Source: an optimization exercise on an open RTL-to-GDS flow (aim: small area and a short achievable clock period). Production flows keep margins and buffers that such runs may drop.
Function was checked by simulation only, so behaviour that the tests miss may differ from the original.

==> inputs of v20 <==
==> flow/design.v (excerpt) <==
module ntt4point(
    input clk, rst,
    input [15:0] in0, in1, in2, in3,
    output [15:0] out0, out1, out2, out3
);
  reg [12:0] ra;
  reg [12:0] rb;
  reg [12:0] rc;
  reg [12:0] rd;
  wire n1 = ~in2[1];
  wire n2 = ~in2[0];
  wire n3 = n1 ^ n2;
  wire n4 = n1 & n2;
  wire n5 = ~in2[2];
  wire n6 = n5 ^ n4;
  wire n7 = n5 & n4;
  wire n8 = ~in2[3];
  wire n9 = n8 ^ n7;
  wire n10 = n8 & n7;
  wire n11 = ~in2[4];
  wire n12 = n11 ^ n10;
  wire n13 = n11 & n10;
  wire n14 = ~in2[5];
  wire n15 = n14 ^ n13;
  wire n16 = n14 & n13;
  wire n17 = ~in2[6];
  wire n18 = n17 ^ n16;
  wire n19 = n17 & n16;
  wire n20 = ~in2[7];
  wire n21 = n20 ^ in2[0] ^ n19;
  wire n22 = (n20 & in2[0]) | (n20 & n19) | (in2[0] & n19);
  wire n23 = ~in2[8];
  wire n24 = n23 ^ in2[1] ^ n22;
  wire n25 = (n23 & in2[1]) | (n23 & n22) | (in2[1] & n22);
  wire n26 = ~in2[9];
  wire n27 = n26 ^ in2[2] ^ n25;
  wire n28 = (n26 & in2[2]) | (n26 & n25) | (in2[2] & n25);
  wire n29 = ~in2[10];
  wire n30 = n29 ^ in2[3] ^ n28;
  wire n31 = (n29 & in2[3]) | (n29 & n28) | (in2[3] & n28);
  wire n32 = ~in2[11];
  wire n33 = n32 ^ in2[4] ^ n31;
  wire n34 = (n32 & in2[4]) | (n32 & n31) | (in2[4] & n31);
  wire n35 = ~in2[12];
  wire n36 = n35 ^ in2[5] ^ n34;
  ...
clock: 65.0 ns
lec_check: 0
abc_area: 1
cap_margin: 20
core_margin: 2
core_utilization: 40
slew_margin: 20
standard.sh (not shown) runs the stock make flow with config.mk's settings and CLKGATE_MAP_FILE= SYNTH_SCRIPT=/design/flow/synth_recipe.tcl, a recipe that flattens the netlist after the stock synthesis.
==> flow/flow/run.sh <==
#!/bin/bash
set -euo pipefail
bash standard.sh ADDER_MAP_FILE= finish > flow_make.log 2>&1
==> inputs of v33, as changes to v20 <==
==> flow/flow/run.sh (replaced) <==
#!/bin/bash
set -euo pipefail
bash standard.sh ADDER_MAP_FILE= BUFFER_PORTS_ARGS="-buffer_cell sky130_fd_sc_hd__buf_2" finish > flow_make.log 2>&1
==> summary of the runs <==
Against v33, the sequential share of layout area of v20 is lower by 0.21 points.
Flip-flop and latch count is the same in v33 and v20.
Of v20 and v33, v20 has the higher non-clock buffer count (gap 1).
Between v20 and v33, the lower worst hold slack is in v33 (gap 0.33 ns).
==> figures <==
quantity                                                            v20         v33
Outcome                                        timing/DRC/antenna clean  timing/DRC/antenna clean
Average wire per standard cell                                  10.8 µm     10.6 µm
Layout cell share with drive strength beyond 1                    11.2%       14.7%
Max Fclk                                                       46.8 MHz    48.0 MHz
Met1 layer wirelength in the final routing                      17.6 mm     17.2 mm
Relative area of non-clock buffer cells in the final design       6.42%       3.29%
Worst slew margin                                                 52.5%       47.8%
Slew at the pin with the worst max-slew slack                  0.712 ns    0.783 ns

* * *

==> job 5100 <==
ntt4point again, from the RTL that the note above started with.
## ntt4point
module ntt4point(
    input clk, rst,
    input [15:0] in0, in1, in2, in3,
    output [15:0] out0, out1, out2, out3
);
clock: 65.0 ns
lec_check: 0
abc_area: 1
cap_margin: 20
core_margin: 2
core_utilization: 40
slew_margin: 20
==> flow/flow/run.sh <==
#!/bin/bash
set -euo pipefail
bash standard.sh ADDER_MAP_FILE= BUFFER_PORTS_ARGS="-buffer_cell sky130_fd_sc_hd__buf_1" finish > flow_make.log 2>&1
==> inputs of job 9363, as changes to job 5100 <==
Settings changed: CORE_UTILIZATION 40 to 75.
==> notes <==
Job 9363 passed the timing, design-rule and antenna checks. Job 5100 finished with timing, DRC and antenna clean. Between job 9363 and job 5100, the lower die area is in job 9363 (gap 46%, measured against job 5100). In count of clock-buffer cells in the layout, job 5100 and job 9363 do not differ. Synthesized area is the same in job 5100 and job 9363. Against job 9363, the core utilization of job 5100 is lower by 37 points. Against job 5100, the maximum frequency of job 9363 is smaller by 0.74%. Hold slack: job 5100 is lower than job 9363 (0.078 ns). Between job 5100 and job 9363, the lower final cell count is in job 9363 (gap about 6%, measured against job 9363).

==> static timing again, ports no longer ideal <==
How much do the figures lean on ideal ports? The routed layouts below were timed once more, with nothing changed but the port constraints.
Step 1 (the two cells are an assumption about what drives the block):
set clk [get_ports {clk}]
set_driving_cell -lib_cell sky130_fd_sc_hd__clkbuf_16 $clk
set_driving_cell -lib_cell sky130_fd_sc_hd__buf_2 [delete_from_list [all_inputs] $clk]
Step 2 also shifts input and output timing later by t, the mid clock arrival at the registers, as if the neighbouring blocks saw the same clock.
Slacks: no drivers / after step 1 / after step 2; pairs: no drivers / after step 1.
run | shift t [ns] | slack for setup (ns) | worst hold slack (ns) | slew at the worst register clock pin (ns)
v20 | 0.354 | 43.637 / 43.591 / 43.945 | 13.449 / 13.432 / 13.786 | 0.08 / 0.08
v33 | 0.344 | 44.162 / 44.117 / 44.460 | 13.121 / 13.097 / 13.441 | 0.08 / 0.08
job 5100 | 0.346 | 44.062 / 44.016 / 44.362 | 13.112 / 13.097 / 13.443 | 0.08 / 0.08
job 9363 | 0.329 | 43.906 / 43.866 / 44.195 | 13.190 / 13.170 / 13.499 | 0.07 / 0.07
After both steps setup and hold are still met in every run listed.
